This design comes from an exercise in tuning for small area, a short achievable clock period and few clock cycles per item on the open sky130 flow, not from production work.
Function was checked by simulation only, so behaviour that the tests miss may differ from the original.

willow:
Design MCycle, start of the top module:
module MCycle
#(
    parameter WIDTH = 32
)
(
    input CLK,
    input RESET,
    input Start,
    input [1:0] MCycleOp,
    input [WIDTH-1:0] Operand1,
    input [WIDTH-1:0] Operand2,
    output [WIDTH-1:0] Result,
    output Busy
);
clock: 6.5 ns
lec_check: 0
abc_area: 1
cap_margin: 20
core_margin: 2
core_utilization: 30
gpl_routability_driven: 1
setup_slack_margin: 2.6
slew_margin: 20
synth_hierarchical: 1
run.sh (not shown) runs the stock make flow with config.mk's settings and CLKGATE_MAP_FILE= SYNTH_SCRIPT=/design/flow/synth_recipe.tcl, a recipe that flattens the netlist after the stock synthesis.
willow ended with every stage complete and zero timing, DRC or antenna violations.
Testbench counts of willow, summed over its fixed seeds: cycles 16,284, items 1,920.
Changes in yarrow relative to willow:
--- a/flow/design.v
+++ b/flow/design.v
@@ -114,25 +114,19 @@
     wire        fa_sub  = s1 ^ s2;
     wire        fa_sgn  = fa_pinf ? 1'b0 : fa_ninf ? 1'b1 : (quirk ? ~sb : sb);
     wire [31:0] shin = (op == 2'd1) ? Y :
                        fa_align ? {8'b0, rev24(ms)} :
                        {R[24:0] ^ {25{F[3]}}, 7'b0};
     wire [4:0]  shamt = fa_align ? (kill ? 5'd31 : dexp[4:0]) :
-                        (op == 2'd3) ? {4'b0, ~R[24]} : (op == 2'd1) ? i0[4:0] : cnt;
+                        (op == 2'd3) ? {4'b0, ~R[24]} : cnt;
     wire [31:0] shout = shin << shamt;
     wire [5:0]  lz_in = lzc32(shin);
     wire [5:0]  lz_x  = lzc32(X);
-    wire [32:0] i0_s  = padd({27'd0, cnt}, ~{26'd0, E[5:0]}, 1'b1);
-    wire [5:0]  i0    = i0_s[5:0];
-    wire [31:0] xs1   = X | {1'b0, X[31:1]};
-    wire [31:0] xs2   = xs1 | {2'b0, xs1[31:2]};
-    wire [31:0] xs4   = xs2 | {4'b0, xs2[31:4]};
-    wire [31:0] xs8   = xs4 | {8'b0, xs4[31:8]};
-    wire [31:0] xsm   = xs8 | {16'b0, xs8[31:16]};    
-    wire        div_b0 = (Y == 32'd0);
-    wire        dquit = div_b0 | ((Y & ~xsm) != 32'd0);    
+    wire [32:0] i0_s  = padd({26'd0, lz_in}, ~{26'd0, lz_x}, 1'b1);
+    wire [5:0]  i0    = i0_s[5:0];           
+    wire        dquit = lz_in[5] | i0[5];    
     wire [32:0] S;
     mc_adder u_add (.a(R), .x(X), .one(one_q), .two(two_q), .neg(neg_q), .cin(cin_q),
                     .one1(one1_q), .two1(two1_q), .neg1(neg1_q), .s(S));
     wire        cout = S[32];
     function [2:0] benc;    
         input b2, b1, b0;
@@ -177,13 +171,13 @@
     reg [31:0] r_other;
     always @(*) begin
         r_other = fres;
         if (!busy)
             r_other = 32'd0;
         else if (op == 2'd1)
-            r_other = (stg == 2'd0) ? {32{div_b0}} : X;
+            r_other = (stg == 2'd0) ? {32{lz_in[5]}} : X;
         else if (fa_align)
             r_other = {6'd0, quirk, 1'b0, rev24(shout[23:0])};
         else if (op == 2'd2 && stg == 2'd2)
             r_other = R;
     end
     always @(posedge CLK)
@@ -249,18 +243,16 @@
             case (op)
                 2'd0: begin
                     X <= {X[27:0], 4'b0};
                 end
                 2'd1: begin
                     if (stg == 2'd0) begin
-                        cnt    <= lz_in[4:0];
-                        E[5:0] <= lz_x;
-                        stg    <= 2'd1;
+                        cnt <= i0[4:0];
+                        stg <= 2'd1;
                     end else if (stg == 2'd1) begin
                         X   <= shout;
-                        cnt <= i0[4:0];
                         stg <= 2'd2;
                     end else begin
                         X   <= {1'b0, X[31:1]};
                         cnt <= cnt - 5'd1;
                     end
                 end
## What came out
Across both runs, final core area utilization was higher for yarrow than for willow.
Diff willow -> yarrow: worst path setup slack after routing lower; total number of vias fell by 871; standard cell area after detailed placement fell about 1.7%; clock skew barely changed.
yarrow improves on willow in detailed-route wire length.
Compared with willow, yarrow shows a higher relative area change from synthesis to final layout.
yarrow ends up with lower site row count than willow does.
Compared with willow, yarrow shows global-route usage over all layers lower by 0.53 points.
Diff willow -> yarrow: wire length of the first global-routing pass decreased by 3.1% relative to the old numbers, critical path depth now larger, area after synthesis now smaller.
Testbench counts of yarrow, summed over its fixed seeds: cycles 16,284, items 1,920.

Setup of job 8118:
Another version of the RTL of MCycle (not shown whole).
Size: about 140 flip-flops, roughly 100 I/O pins, ~20,000 sq um of cells after synthesis.
Settings: LEC_CHECK=0, ABC_AREA=1, CAP_MARGIN=20, CORE_MARGIN=2, CORE_UTILIZATION=30, GPL_ROUTABILITY_DRIVEN=1, SETUP_SLACK_MARGIN=2.9, SLEW_MARGIN=20, SYNTH_HIERARCHICAL=1, TNS_END_PERCENT=10; clock period 6.5 ns.
Job 8118 went all the way through the flow, and no timing, DRC or antenna check failed.
Testbench counts of job 8118, summed over its fixed seeds: cycles 15,195, items 1,920.
#### Input delta (job 9264 over job 8118)
--- a/flow/design.v
+++ b/flow/design.v
@@ -111,20 +111,26 @@
     wire        nan2 = (e2 == 8'hff) && (f2 != 23'd0);
     wire        fa_nan  = nan1 | nan2 | (inf1 & inf2 & (s1 != s2));
     wire        fa_pinf = (inf1 & ~s1) | (inf2 & ~s2);
     wire        fa_ninf = (inf1 & s1) | (inf2 & s2);
     wire        fa_sub  = s1 ^ s2;
     wire        fa_sgn  = fa_pinf ? 1'b0 : fa_ninf ? 1'b1 : (quirk ? ~sb : sb);
     wire [31:0] shin = !busy ? Operand2 : (op == 2'd1) ? Y :
                        fa_align ? {8'b0, rev24(ms)} :
                        {R[24:0] ^ {25{F[3]}}, 7'b0};
+    wire [24:0] fmag  = R[24:0] ^ {25{F[3]}};
+    wire        fzero = (fmag == 25'd0);
+    wire        fast2 = F[2] | F[1] | fzero | (fmag[24:22] != 3'd0);
+    wire [1:0]  fsm   = fmag[24] ? 2'd0 : fmag[23] ? 2'd1 : 2'd2;
+    wire        fa_st2 = (op == 2'd2) && (stg == 2'd2);
     wire [4:0]  shamt = fa_align ? (kill ? 5'd31 : dexp[4:0]) :
-                        (op == 2'd3) ? {4'b0, ~R[24]} : (op == 2'd1) ? i0[4:0] : cnt;
+                        (op == 2'd3) ? {4'b0, ~R[24]} : (op == 2'd1) ? i0[4:0] :
+                        fa_st2 ? {3'b0, fsm} : cnt;
     wire [31:0] shout = shin << shamt;
     wire [5:0]  lz_in = lzc32(shin);
     wire [5:0]  ilz1  = lzc32(Operand1);
     wire [32:0] i0_s  = padd({27'd0, cnt}, ~{26'd0, E[5:0]}, 1'b1);
     wire [5:0]  i0    = i0_s[5:0];
     wire [31:0] xs1   = Operand1 | {1'b0, Operand1[31:1]};
     wire [31:0] xs2   = xs1 | {2'b0, xs1[31:2]};
     wire [31:0] xs4   = xs2 | {4'b0, xs2[31:4]};
     wire [31:0] xs8   = xs4 | {8'b0, xs4[31:8]};
@@ -139,32 +145,32 @@
         input b2, b1, b0;
         benc = {b1 ^ b0, (b2 & ~b1 & ~b0) | (~b2 & b1 & b0), b2};
     endfunction
     wire [2:0]  nd0 = benc(Y[5], Y[4], Y[3]);
     wire [2:0]  nd1 = benc(Y[7], Y[6], Y[5]);
     wire [2:0]  id0 = benc(im[1], im[0], 1'b0);
     wire [2:0]  id1 = benc(im[3], im[2], im[1]);
     wire [32:0] esum_s  = padd({23'd0, E}, {24'd0, E2}, 1'b0);
     wire [32:0] esum2_s = padd(esum_s[31:0], 32'd386, 1'b0);
-    wire [32:0] fexp_s = padd({23'd0, E}, ~{27'd0, cnt}, 1'b1);
+    wire [32:0] fexp_s = padd({23'd0, E}, ~{27'd0, shamt}, 1'b1);
     wire [8:0]  em1  = E - 9'd1;
     wire [8:0]  fexp = op[0] ? (R[24] ? E : em1) : fexp_s[8:0];
     wire        finf = F[1] | (op[0] & fexp[8]);
     wire [31:0] fres = F[2] ? 32'h7FC0_0000 :
                        finf ? {F[0], 8'hff, 23'd0} :
-                       (F[4] & ~op[0]) ? 32'd0 : {F[0], fexp[7:0], shout[30:8]};
+                       (fzero & ~op[0]) ? 32'd0 : {F[0], fexp[7:0], shout[30:8]};
     wire div_step = (op == 2'd1) && (stg == 2'd1);
     reg done;
     always @(*) begin
         case (op)
             2'd0: done = (Y[31:3] == 29'd0) || (X[27:0] == 28'd0);    
             2'd1: done = div_step && (cnt == 5'd0);
-            2'd2: done = (stg == 2'd3);
+            2'd2: done = (stg == 2'd3) || (fa_st2 && fast2);
             default: done = (stg == 2'd1);
         endcase
     end
     always @(posedge CLK or posedge RESET) begin
         if (RESET)
             busy <= 1'b0;
         else if (!busy)
             busy <= Start && !dquit;
         else if (done)
@@ -179,19 +185,19 @@
     always @(*) begin
         r_other = fres;
         if (!busy)
             r_other = dquit ? {32{div_b0}} :
                       {7'd0, ifm0, Operand1[22:0] & {23{ifm0}}, 1'b0};    
         else if (op == 2'd1)
             r_other = X;
         else if (fa_align)
             r_other = {6'd0, quirk, 1'b0, rev24(shout[23:0])};
-        else if (op == 2'd2 && stg == 2'd2)
+        else if (fa_st2 && !fast2)
             r_other = R;
     end
     always @(posedge CLK)
         R <= ({32{r_add}} & S[31:0]) | ({32{r_addsh}} & {{4{S[31]}}, S[31:4]}) |
              ({32{r_quot}} & {Y[30:0], cout}) | ({32{r_oth}} & r_other);
     reg [31:0] y_other;
     reg        neg_other, cin_other;
     always @(*) begin
         y_other = Y;
@@ -264,19 +270,18 @@
                 end
                 2'd2: begin
                     stg <= stg + 2'd1;
                     if (stg == 2'd0) begin
                         X <= {8'd0, zb ? 24'd0 : mb};
                         E <= ebp1[8:0];
                         F <= {1'b0, fa_sub & ~quirk, fa_nan, fa_pinf | fa_ninf, fa_sgn};
                     end else if (stg == 2'd2) begin
                         cnt  <= lz_in[4:0];
-                        F[4] <= lz_in[5];
                     end
                 end
                 default: begin
                     if (stg == 2'd0) begin
                         cnt <= cnt - 5'd1;
                         if (cnt == 5'd5) E <= esum2_s[8:0];
                         if (cnt == 5'd0) stg <= 2'd1;
                     end
                 end
Notes after the runs:
- Every stage of the flow completed for job 9264, and the final layout passed the timing, design-rule and antenna checks.
- For fmax, job 8118 and job 9264 come out practically identical.
- Job 8118 → job 9264: proportion of synthesized flip-flops having asynchronous set or reset saw little to no change; met1 layer wirelength in the final routing saw a decrease; signed area change from the synthesized netlist to the final layout saw a decrease; summed area of non-filler cells in the final layout saw a decrease; average cell area after synthesis saw an increase.
- Diff job 9264..job 8118 | fraction of the yosys area taken by sequential cells | negligible
- Non-clock buffer total of the final layout | job 9264 below job 8118
Testbench counts of job 9264, summed over its fixed seeds: cycles 14,740, items 1,920.

[separate check: timing with driven ports]
The results above use ideal ports. As a check the final layouts listed here were re-extracted and re-timed, cells and wires unchanged.
Step 1 assumes that a clkbuf_16 drives the clock port and a buf_2 every other input.
Step 2, shift: input delay + t, output delay - t, t = (earliest + latest rising clock arrival at the registers) / 2. This alone moves slack from input paths to output paths.
a / b / c = ideal ports / drivers / drivers and shift; a / b = the first two.
| run | shift t [ns] | slack for setup (ns) | worst setup path at the end | slew at the worst register clock pin (ns) |
|---|---|---|---|---|
| willow | 0.527 | 2.581 / 2.581 / 2.376 | input to register | 0.08 / 0.08 |
| yarrow | 0.516 | 2.356 / 2.356 / 2.257 | input to register | 0.08 / 0.08 |
| job 8118 | 0.534 | 2.557 / 2.557 / 2.121 | input to register | 0.08 / 0.08 |
| job 9264 | 0.528 | 2.558 / 2.558 / 2.176 | input to register | 0.08 / 0.08 |
After both steps every run listed still meets setup and hold. For job 8118, which loses most, drivers alone change the setup slack by 0.000 ns; drivers and shift together by -0.436 ns.
